Context: an optimization exercise on an open-source flow, tuned for small area and a short achievable clock period. The choices shown serve that exercise and are no tape-out recipe. In this exercise RTL edits were held to simulation tests only and were not proved equivalent to the original.

## flow/design.v (module list and top-level ports; edited modules follow where they fit)
// module CSA_3_2: 10 lines
// module BOOTH_ENC: 10 lines
// module HA_2_2: 9 lines
// module CPA_32: 267 lines
// module conv1d: 2077 lines
module conv1d (
    input clk,
    input rst_n,
    input w_valid,
    input [47:0] w_in,
    input [15:0] x,
    input [15:0] b,
    output [31:0] y
);
  // ...
==> flow/run.sh <==
#!/bin/bash
# synth_recipe.tcl (not shown) runs the flow's synth.tcl, then flattens the netlist and writes it again
# the make line also repeats each setting of config.mk as NAME=value (left out here)
make -C /OpenROAD-flow-scripts/flow DESIGN_CONFIG=/design/flow/config.mk WORK_HOME=/design/flow/orfs CLKGATE_MAP_FILE= SYNTH_SCRIPT=/design/flow/synth_recipe.tcl finish
==> flow/config.mk <==
export PLATFORM = sky130hd
export DESIGN_NAME = conv1d
export DESIGN_NICKNAME = conv1d
export VERILOG_FILES = /design/flow/design.v
export SDC_FILE = /design/flow/constraint.sdc
export NUM_CORES = 4
export LEC_CHECK = 0
export CAP_MARGIN = 20
export CORE_MARGIN = 2
export CORE_UTILIZATION = 65
export PLACE_DENSITY = 0.75
export SETUP_SLACK_MARGIN = 5
export SLEW_MARGIN = 20
export SYNTH_HIERARCHICAL = 1
export SYNTH_MINIMUM_KEEP_SIZE = 0
==> flow/constraint.sdc <==
create_clock -name core_clock -period 10.0 [get_ports {clk}]
set_input_delay 2.0000 -clock core_clock [delete_from_list [all_inputs] [get_ports {clk}]]
set_output_delay 2.0000 -clock core_clock [all_outputs]
set_load 0.01 [all_outputs]
==> impl_metrics.csv, run 1 <==
group,metric,value,unit
cells_and_area,n_antenna_cell,0,
setup_path,crit_buf_inv,1,
timing,setup_tns,0,ns
floorplanning,dieArea,50340,µm²
clocking,cts_tree,"built",
setup_path,ff2ff_setup_slack,5.50,ns
drt,wl_per_cell,24.40,µm
setup_path,slowest_delay,0.59,ns
clocking,clockBufferDepth,3,
timing,slew_violations,0,
timing,max-slew-margin-rel,0.2621,
logic_synthesis,synthArstFlopShare,0.9624,
setup_path,cp_slowest_cell,"buf_4",
logic_synthesis,yosysTopAreaCellShare,0.3044,
logic_synthesis,synthAdderAreaFrac,0.2713,
cells_and_area,top_regs,"a2 (32), yr (32), br (17)",
run_status,outcome,"complete, no violations",
timing,tightestPinTransition,1.107,ns
timing,rsz0062_at_grt,"false",
logic_synthesis,yosys.cell_types.count,64,
cells_and_area,final_cell_mix,"440 x xnor2_1, 376 x dfrtp_1, 347 x a22oi_1",
logic_synthesis,synth_edf_count,0,
timing,min_period,4.496,ns
worst_hold_path,worstHoldStart,"a2[31]$_DFF_PN0_",
logic_synthesis,synth-xor-area-share,0.1448,
flow_run,maxCapViolCount,0,
global_route,antenna_found_initial,1,
global_route,met3_usage,0.06244,
floorplanning,design.core.area,47850,µm²
logic_synthesis,synth_seq_cells,426,
cells_and_area,n_clock_buffer,71,
cells_and_area,n_all_buffers,157,
drt,num_vias,21690,
cells_and_area,bufAreaShareNonClock,0.04252,
drt,wl_met2,39500,µm
clocking,clk_pin_slew_worst_paths,0.06,ns
logic_synthesis,synth_warnings,7,
logic_synthesis,synth-compound-area-share,0.1555,
==> inputs of run 2 (changes only) <==
--- a/flow/config.mk
+++ b/flow/config.mk
@@ -5,11 +5,11 @@
 export SDC_FILE = /design/flow/constraint.sdc
 export NUM_CORES = 4
 export LEC_CHECK = 0
-export CAP_MARGIN = 20
+export CAP_MARGIN = 70
 export CORE_MARGIN = 2
 export CORE_UTILIZATION = 65
 export PLACE_DENSITY = 0.75
 export SETUP_SLACK_MARGIN = 5
-export SLEW_MARGIN = 20
+export SLEW_MARGIN = 70
 export SYNTH_HIERARCHICAL = 1
 export SYNTH_MINIMUM_KEEP_SIZE = 0
==> impl_metrics.csv, run 2 <==
group,metric,value,unit
run_status,outcome,"complete, no violations",
floorplanning,initial_core_util,0.6598,
setup_path,slowest_delay,0.46,ns
clocking,h-tree-depth,2,
logic_synthesis,synth.area.top_cells,"dfrtp_1 30%, fa_1 21%, xnor2_1 12%",
drt,drt-initial-drc-count,1762,
logic_synthesis,yosysTopAreaCell,"dfrtp_1",
floorplanning,design.core.area,47850,µm²
global_route,grt_util_met2,0.5627,
drt,wl,80840,µm
global_route,grtUsageTotal,0.3284,
logic_synthesis,synth-xor-area-share,0.1448,
placement,gp_congestion,0.9252,
logic_synthesis,yosysMostFrequentCell,"xnor2_1",
setup_path,worstRegToRegCells,12,
setup_path,crit_arrival,4.75,ns
flow_run,maxCapViolCount,0,
drt,num_vias,21750,
logic_synthesis,synth-compound-area-share,0.1555,
cells_and_area,area_growth,12.28,%
logic_synthesis,synth_top_family_by_area,"adder cells",
timing,hold_viol_final,0,
logic_synthesis,synthFlopType,"dfrtp_1",
floorplanning,dieArea,50340,µm²
setup_path,cp.required,10.48,ns
drt,vias_per_cell,6.565,
global_route,use_met1,0.4127,
clocking,clockBufferDepth,3,
logic_synthesis,ys_seq_area_frac,0.3362,
setup_path,crit_cells,12,
timing,fin_skew,0.01826,ns
logic_synthesis,synth_seq_cells,426,
worst_hold_path,worstHoldPathType,"reg -> reg",
setup_path,crit_buf_inv,1,
drt,wl_per_cell,24.40,µm
clocking,cts_setup_buffers,0,
floorplanning,rows,80,
global_route,antenna_found_initial,0,
floorplanning,pin_count,115,
global_route,grt_pass1_vias,23930,
placement,dp_hpwl,55470,µm
worst_hold_path,holdPathStages,0,
global_route,met3_usage,0.05173,
logic_synthesis,synth_warnings,7,
global_route,grt_start_max_net_pins,45,
cells_and_area,final_common_cell,"xnor2_1",
cells_and_area,final_cell_mix,"438 x xnor2_1, 347 x a22oi_1, 344 x dfrtp_1",
timing,whs,0.3507,ns
cells_and_area,top_regs,"a2 (32), yr (32), br (17)",
cells_and_area,final_util,0.7408,
clocking,cts_tree,"built",
timing,slew_violations,0,
global_route,grt_remaining_overflow,0,
clocking,root_buffer,"clkbuf_16",
timing,clock.fmax,234.6,MHz
logic_synthesis,avgSynthCellArea,11.94,µm²
logic_synthesis,synthAdderAreaFrac,0.2713,
setup_path,critPathMaxFanout,19,
clocking,ctsResizeCount,0,
placement,portBuffers,114,
setup_path,cp_top_family,"adder cells",
logic_synthesis,synthTopCellsByCount,"440 x xnor2_1, 384 x dfrtp_1, 347 x a22oi_1, 326 x fa_1, 163 x ha_1",
logic_synthesis,synth-simple-area-share,0.03635,
floorplanning,die_w,224.4,µm
setup_path,crit_top_cell,"fa_1",
setup_path,start_kind,"flop",
setup_path,cp_slowest_cell,"fa_1",
logic_synthesis,synth_edf_count,0,
logic_synthesis,synthMuxAreaShare,0.01902,
clocking,clock_sinks,426,
logic_synthesis,yosys.cell_types.count,64,
timing,setup_viol,0,
drt,detail-route-antenna-nets,0,
timing,min_period_over_period,0.4263,
logic_synthesis,synth_cells,2644,
drt,dr.pass1.iters,6,
logic_synthesis,syn-cell-area,31570,µm²
floorplanning,dieHeight,224.4,µm
setup_path,ff2ff_setup_slack,5.74,ns
timing,min_period,4.263,ns
logic_synthesis,synthArstFlopShare,0.9624,
timing,rsz0062_at_grt,"false",
cells_and_area,drive_gt1_frac,0.1286,
setup_path,critPathKind,"reg -> reg",
logic_synthesis,yosysTopAreaCellShare,0.3044,
clocking,numCtsBuffers,49,
setup_path,path_cells,"buf_8 > fa_1 > fa_1 > fa_1 > ha_1 > a211o_1 > a21oi_1 > o22ai_1 > nor3_2 > o21bai_2 > or3b_1 > a32o_1",
clocking,clk_pin_slew_worst_paths,0.06,ns
global_route,grt_pass1_wl,128900,µm
setup_path,endpoint_kind,"flop",
clocking,cts_hold_buf,0,
cells_and_area,num-nets-final,3229,
global_route,grt.busiest_layer,"met2",
drt,drc,0,
timing,setup_tns,0,ns
clocking,insertion_delay,0.60,ns
cells_and_area,n_antenna_cell,0,
==> run 2: cell counts after synthesis <==
No cell type changed its count.
==> run 2: worst paths after layout <==
check                                  startpoint               end
worst min-delay path             a2[31]$_DFF_PN0_  bc0_31$_DFF_PN1_
worst max-delay path            dneg[3]$_DFF_PN0_  yr[28]$_DFF_PN0_
min in group asynchronous                   rst_n   yr[7]$_DFF_PN0_
worst min register to register   a2[31]$_DFF_PN0_  bc0_31$_DFF_PN1_
worst max register to register  dneg[3]$_DFF_PN0_  yr[28]$_DFF_PN0_
max in group asynchronous                   rst_n  ac0_28$_DFF_PN1_
==> run 2: per-stage QoR <==
step	std cells	cell area (µm²)	worst slack, ns
finish	3313	35440	5.737
global route	3313	35440	5.575
CTS	3304	35240	5.801
detailed placement	3212	33470	5.474
global placement	3185	32740	5.207
floorplan	2650	31590	6.373
==> run 2: layout make-up <==
type	count	area [µm²]
Inverter	14	52.55
Clock inverter	27	377.9
Fill cell	3153	12400
Sequential cell	426	10680
Multi-Input combinational cell	1973	19950
Clock buffer	65	1388
Timing Repair Buffer	193	2233
Tap cell	615	769.5
==> run 2: cell families (layout without fill, tap and decap cells) <==
group / count (synthesis) / count (layout)
flip-flops: 426 / 426
AO/OA/AOI/OAI: 668 / 668
other: 1 / 7
multiplexers: 48 / 48
buffers and inverters: 251 / 299
AND/OR/NAND/NOR: 239 / 239
adder cells (fa/ha/maj): 489 / 489
XOR/XNOR: 522 / 522
==> run 2: Yosys stat by module, one instance, submodules excluded <==
module | flops+latches | times used
BOOTH_ENC | 0 | 8
CSA_3_2 | 0 | 323
HA_2_2 | 0 | 66
CPA_32 | 0 | 3
conv1d | 426 | 1
==> run 2: metal layers <==
metal  vias up  wire (µm)
li1       9246          -
met4         0       3019
met3       248       6358
met2      1191      40560
met5         -          0
met1     11060      30910
==> inputs of run 3 (changes only) <==
--- a/flow/config.mk
+++ b/flow/config.mk
@@ -5,11 +5,11 @@
 export SDC_FILE = /design/flow/constraint.sdc
 export NUM_CORES = 4
 export LEC_CHECK = 0
-export CAP_MARGIN = 70
+export CAP_MARGIN = 90
 export CORE_MARGIN = 2
 export CORE_UTILIZATION = 65
 export PLACE_DENSITY = 0.75
 export SETUP_SLACK_MARGIN = 5
-export SLEW_MARGIN = 70
+export SLEW_MARGIN = 90
 export SYNTH_HIERARCHICAL = 1
 export SYNTH_MINIMUM_KEEP_SIZE = 0
==> impl_metrics.csv, run 3 <==
group,metric,value,unit
run_status,outcome,"did not finish",
run_status,stop_stage,"detailed placement (3_5_place_dp)",
run_status,error,"[ERROR DPL-0038] Utilization greater than 100%, impossible to legalize",
logic_synthesis,ys_seq_area_frac,0.3362,
logic_synthesis,synthFlopType,"dfrtp_1",
logic_synthesis,syn-cell-area,31570,µm²
placement,portBuffers,114,
logic_synthesis,synthArstFlopShare,0.9624,
logic_synthesis,synth.area.top_cells,"dfrtp_1 30%, fa_1 21%, xnor2_1 12%",
logic_synthesis,synth_warnings,7,
logic_synthesis,yosysTopAreaCell,"dfrtp_1",
logic_synthesis,synth_seq_cells,426,
floorplanning,pin_count,115,
floorplanning,rows,80,
logic_synthesis,avgSynthCellArea,11.94,µm²
placement,gp_congestion,0.9252,
logic_synthesis,yosys.cell_types.count,64,
floorplanning,dieHeight,224.4,µm
logic_synthesis,synthTopCellsByCount,"440 x xnor2_1, 384 x dfrtp_1, 347 x a22oi_1, 326 x fa_1, 163 x ha_1",
logic_synthesis,yosysTopAreaCellShare,0.3044,
logic_synthesis,synth_edf_count,0,
floorplanning,initial_core_util,0.6598,
floorplanning,die_w,224.4,µm
logic_synthesis,synth_cells,2644,
logic_synthesis,yosysMostFrequentCell,"xnor2_1",
[run 3: cell counts after synthesis]
Identical to the previous run, type by type.
[run 3: per-stage QoR]
stage	setup slack (ns)	instance area, µm²	instances
global placement	5.207	32740	3185
floorplan	6.373	31590	2650
[run 3: cells by family after synthesis]
group,count (synthesis),synth area share
compound gates,668,0.1555
xor+xnor,522,0.1448
fa+ha+maj,489,0.2713
flops,426,0.3362
buf+inv,251,0.03662
simple gates,239,0.03635
mux,48,0.01903
other cells,1,0.0001188
[run 3: worst max path at each step]
stage | startpoint | endpoint | slack, ns | cells after the start
2_1_floorplan | w_valid | sc4_10$_DFF_PN0_ | 6.37 | 7
3_3_place_gp | x[1] | sc2_15$_DFF_PN0_ | 5.21 | 7
[run 3: per-module statistics from Yosys (local to each module, per instance)]
module | cells | copies in the design | area [µm²] | flip-flops and latches
CPA_32 | 219 | 3 | 1620 | 0
HA_2_2 | 1 | 66 | 12.51 | 0
conv1d | 1558 | 1 | 19100 | 426
BOOTH_ENC | 5 | 8 | 38.79 | 0
CSA_3_2 | 1 | 323 | 20.02 | 0
==> inputs of run 4 (changes only) <==
==> flow/flow/run.sh (new file) <==
#!/bin/bash
# The standard layout (the standard.sh, unchanged), with plain buf_1
# cells as the port buffers instead of the delay buffers that ORFS's
# buffer_ports picks by default.  standard.sh's full output goes to
# standard.log; ORFS writes each step's log under orfs/logs/.
export BUFFER_PORTS_ARGS="-buffer_cell sky130_fd_sc_hd__buf_1"
bash standard.sh > standard.log 2>&1
==> flow/standard.sh (new file) <==
#!/bin/bash
# synth_recipe.tcl (not shown) runs the flow's synth.tcl, then flattens the netlist and writes it again
# the make line also repeats each setting of config.mk as NAME=value (left out here)
make -C /OpenROAD-flow-scripts/flow DESIGN_CONFIG=/design/flow/config.mk WORK_HOME=/design/flow/orfs CLKGATE_MAP_FILE= SYNTH_SCRIPT=/design/flow/synth_recipe.tcl "${@:-finish}"
--- a/flow/config.mk
+++ b/flow/config.mk
@@ -5,11 +5,11 @@
 export SDC_FILE = /design/flow/constraint.sdc
 export NUM_CORES = 4
 export LEC_CHECK = 0
-export CAP_MARGIN = 90
+export CAP_MARGIN = 70
 export CORE_MARGIN = 2
 export CORE_UTILIZATION = 65
 export PLACE_DENSITY = 0.75
 export SETUP_SLACK_MARGIN = 5
-export SLEW_MARGIN = 90
+export SLEW_MARGIN = 70
 export SYNTH_HIERARCHICAL = 1
 export SYNTH_MINIMUM_KEEP_SIZE = 0
removed: flow/run.sh
==> impl_metrics.csv, run 4 <==
group,metric,value,unit
run_status,outcome,"complete, no violations",
placement,portBuffers,114,
floorplanning,die_w,224.4,µm
logic_synthesis,yosysTopAreaCellShare,0.3044,
clocking,cts_setup_buffers,0,
clocking,cts_hold_buf,0,
placement,post-place-cells,3200,
logic_synthesis,synthArstFlopShare,0.9624,
timing,setup_tns,0,ns
drt,drt-initial-drc-count,1912,
logic_synthesis,synth_warnings,7,
logic_synthesis,ys_seq_area_frac,0.3362,
cells_and_area,area_growth,9.949,%
logic_synthesis,synthMuxAreaShare,0.01902,
global_route,grtUsageTotal,0.3254,
cells_and_area,top_regs,"a2 (32), yr (32), br (17)",
placement,dp_hpwl,55140,µm
logic_synthesis,avgSynthCellArea,11.94,µm²
drt,drc,0,
clocking,root_buffer,"clkbuf_16",
setup_path,crit_buf_inv,1,
setup_path,cp.required,10.52,ns
drt,detail-route-antenna-nets,0,
drt,num_vias,21680,
clocking,clockBufferDepth,3,
cells_and_area,final_cell_mix,"437 x xnor2_1, 347 x a22oi_1, 344 x dfrtp_1",
worst_hold_path,worstHoldPathType,"reg -> reg",
logic_synthesis,synth_cells,2644,
drt,dr.pass1.iters,6,
logic_synthesis,synthFlopType,"dfrtp_1",
logic_synthesis,synth_seq_cells,426,
logic_synthesis,synth_top_family_by_area,"adder cells",
timing,slew_violations,0,
clocking,numCtsBuffers,48,
drt,wl_per_cell,24.20,µm
setup_path,slowest_delay,0.51,ns
global_route,grt_pass1_vias,23380,
timing,clock.fmax,239.2,MHz
setup_path,endpoint_kind,"flop",
timing,fin_skew,0.02816,ns
cells_and_area,num-nets-final,3214,
setup_path,critPathKind,"reg -> reg",
timing,hold_viol_final,0,
global_route,grt_start_max_net_pins,64,
logic_synthesis,syn-cell-area,31570,µm²
global_route,grt_remaining_overflow,0,
setup_path,critPathMaxFanout,16,
setup_path,crit_arrival,4.70,ns
logic_synthesis,synth.area.top_cells,"dfrtp_1 30%, fa_1 21%, xnor2_1 12%",
clocking,cts_tree,"built",
floorplanning,rows,80,
logic_synthesis,synthTopCellsByCount,"440 x xnor2_1, 384 x dfrtp_1, 347 x a22oi_1, 326 x fa_1, 163 x ha_1",
floorplanning,dieArea,50340,µm²
setup_path,path_cells,"buf_8 > fa_1 > fa_1 > fa_1 > ha_1 > nand2_1 > o32ai_1 > nor2_1 > o311ai_4 > a41oi_2 > o31ai_1 > xor2_1",
cells_and_area,n_antenna_cell,0,
cells_and_area,stdcell_count,3297,
clocking,clk_pin_slew_worst_paths,0.06,ns
drt,vias_per_cell,6.575,
clocking,clock_sinks,426,
floorplanning,pin_count,115,
floorplanning,design.core.area,47850,µm²
setup_path,cp_slowest_cell,"fa_1",
logic_synthesis,yosysMostFrequentCell,"xnor2_1",
logic_synthesis,synth-compound-area-share,0.1555,
timing,setup_viol,0,
clocking,h-tree-depth,2,
placement,gp_congestion,0.9928,
cells_and_area,drive_gt1_frac,0.1294,
logic_synthesis,synthAdderAreaFrac,0.2713,
clocking,ctsResizeCount,0,
logic_synthesis,yosys.cell_types.count,64,
global_route,antenna_found_initial,0,
timing,rsz0062_at_grt,"false",
logic_synthesis,synth_edf_count,0,
flow_run,maxCapViolCount,0,
logic_synthesis,synth-simple-area-share,0.03635,
logic_synthesis,yosysTopAreaCell,"dfrtp_1",
setup_path,cp_top_family,"adder cells",
setup_path,crit_top_cell,"fa_1",
drt,wl,79780,µm
clocking,insertion_delay,0.62,ns
cells_and_area,final_common_cell,"xnor2_1",
setup_path,start_kind,"flop",
logic_synthesis,synth-xor-area-share,0.1448,
timing,min_period_over_period,0.4181,
timing,min_period,4.181,ns
floorplanning,initial_core_util,0.6598,
global_route,grt_pass1_wl,127200,µm
floorplanning,dieHeight,224.4,µm
==> run 4: cell counts after synthesis <==
Identical to the previous run, type by type.
==> run 4: final timing paths <==
| check | from | to | slack [ns] | cells past startpoint |
|---|---|---|---|---|
| max | dneg[3]$_DFF_PN0_ | yr[25]$_DFF_PN0_ | 5.82 | 12 |
| min | a2[31]$_DFF_PN0_ | bc0_31$_DFF_PN1_ | 0.36 | 0 |
| max reg2reg | dneg[3]$_DFF_PN0_ | yr[25]$_DFF_PN0_ | 5.82 | 12 |
| min reg2reg | a2[31]$_DFF_PN0_ | bc0_31$_DFF_PN1_ | 0.36 | 0 |
| max in group asynchronous | rst_n | sc5_23$_DFF_PN0_ | 7.59 | 4 |
| min in group asynchronous | rst_n | yr[5]$_DFF_PN0_ | 1.27 | 1 |
==> run 4: per-module statistics from Yosys, one instance, submodules excluded <==
module | flops+latches | cell area, µm² | times used
conv1d | 426 | 19100 | 1
CPA_32 | 0 | 1620 | 3
HA_2_2 | 0 | 12.51 | 66
BOOTH_ENC | 0 | 38.79 | 8
CSA_3_2 | 0 | 20.02 | 323
==> run 4: stage by stage <==
stage | utilization | setup WS [ns] | hold WS [ns] | instance area (µm²)
after global routing | 0.7254 | 5.615 | 0.3600 | 34710
after floorplan | - | 6.373 | 0.3330 | 31590
after CTS | 0.7198 | 5.711 | 0.3478 | 34440
after global placement | 0.6691 | 5.310 | 0.3360 | 32020
after detailed placement | 0.6833 | 5.765 | 0.3375 | 32690
final | 0.7254 | 5.819 | 0.3563 | 34710
==> run 4: area by class of cell <==
class	count	area, µm²
clock buffers	63	1348
clock inverters	27	400.4
fillers	3189	13140
inverters	14	52.55
multi-input cells	1973	20040
flip-flops and latches	426	10680
well taps	615	769.5
repair buffers	179	1421
==> run 4: cells by family (layout without fill, tap and decap cells) <==
kind of cell / Yosys count / count (layout)
adders and majority gates: 489 / 489
DFF: 426 / 426
and+or+nand+nor: 239 / 239
muxes: 48 / 48
xor gates and xnor gates: 522 / 522
AOI/OAI and AO/OA: 668 / 668
other: 1 / 7
buffers and inverters: 251 / 283
==> run 4: per-layer routing <==
metal | wire (µm) | vias up | track usage
met3 | 6177 | 242 | 0.05029
li1 | - | 9229 | -
met4 | 2842 | 0 | 0.1350
met2 | 40130 | 1161 | 0.5616
met5 | 0 | - | 0
met1 | 30630 | 11050 | 0.4127

[what the ideal ports hide]
In the flow no input, the clock included, has a driving cell. The finished layouts below were timed again as built, in two steps.
Step 1, drivers: a clkbuf_16 drives clk and a buf_2 each remaining input, both assumed.
Step 2 also shifts input and output timing later by t, the mid clock arrival at the registers, as if the neighbouring blocks saw the same clock.
Slacks: ideal / step 1 / step 2; pairs: ideal / step 1.
run	t, ns	setup slack, ns	slew at the worst register clock pin (ns)
run 1	0.651	5.504 / 5.504 / 5.031	0.06 / 0.06
run 2	0.653	5.737 / 5.737 / 5.434	0.06 / 0.06
run 4	0.657	5.819 / 5.819 / 5.819	0.07 / 0.07
After both steps setup and hold are still met in every run listed. The setup slack of run 1, which loses most, moves by 0.000 ns with the drivers and by -0.473 ns with both steps.
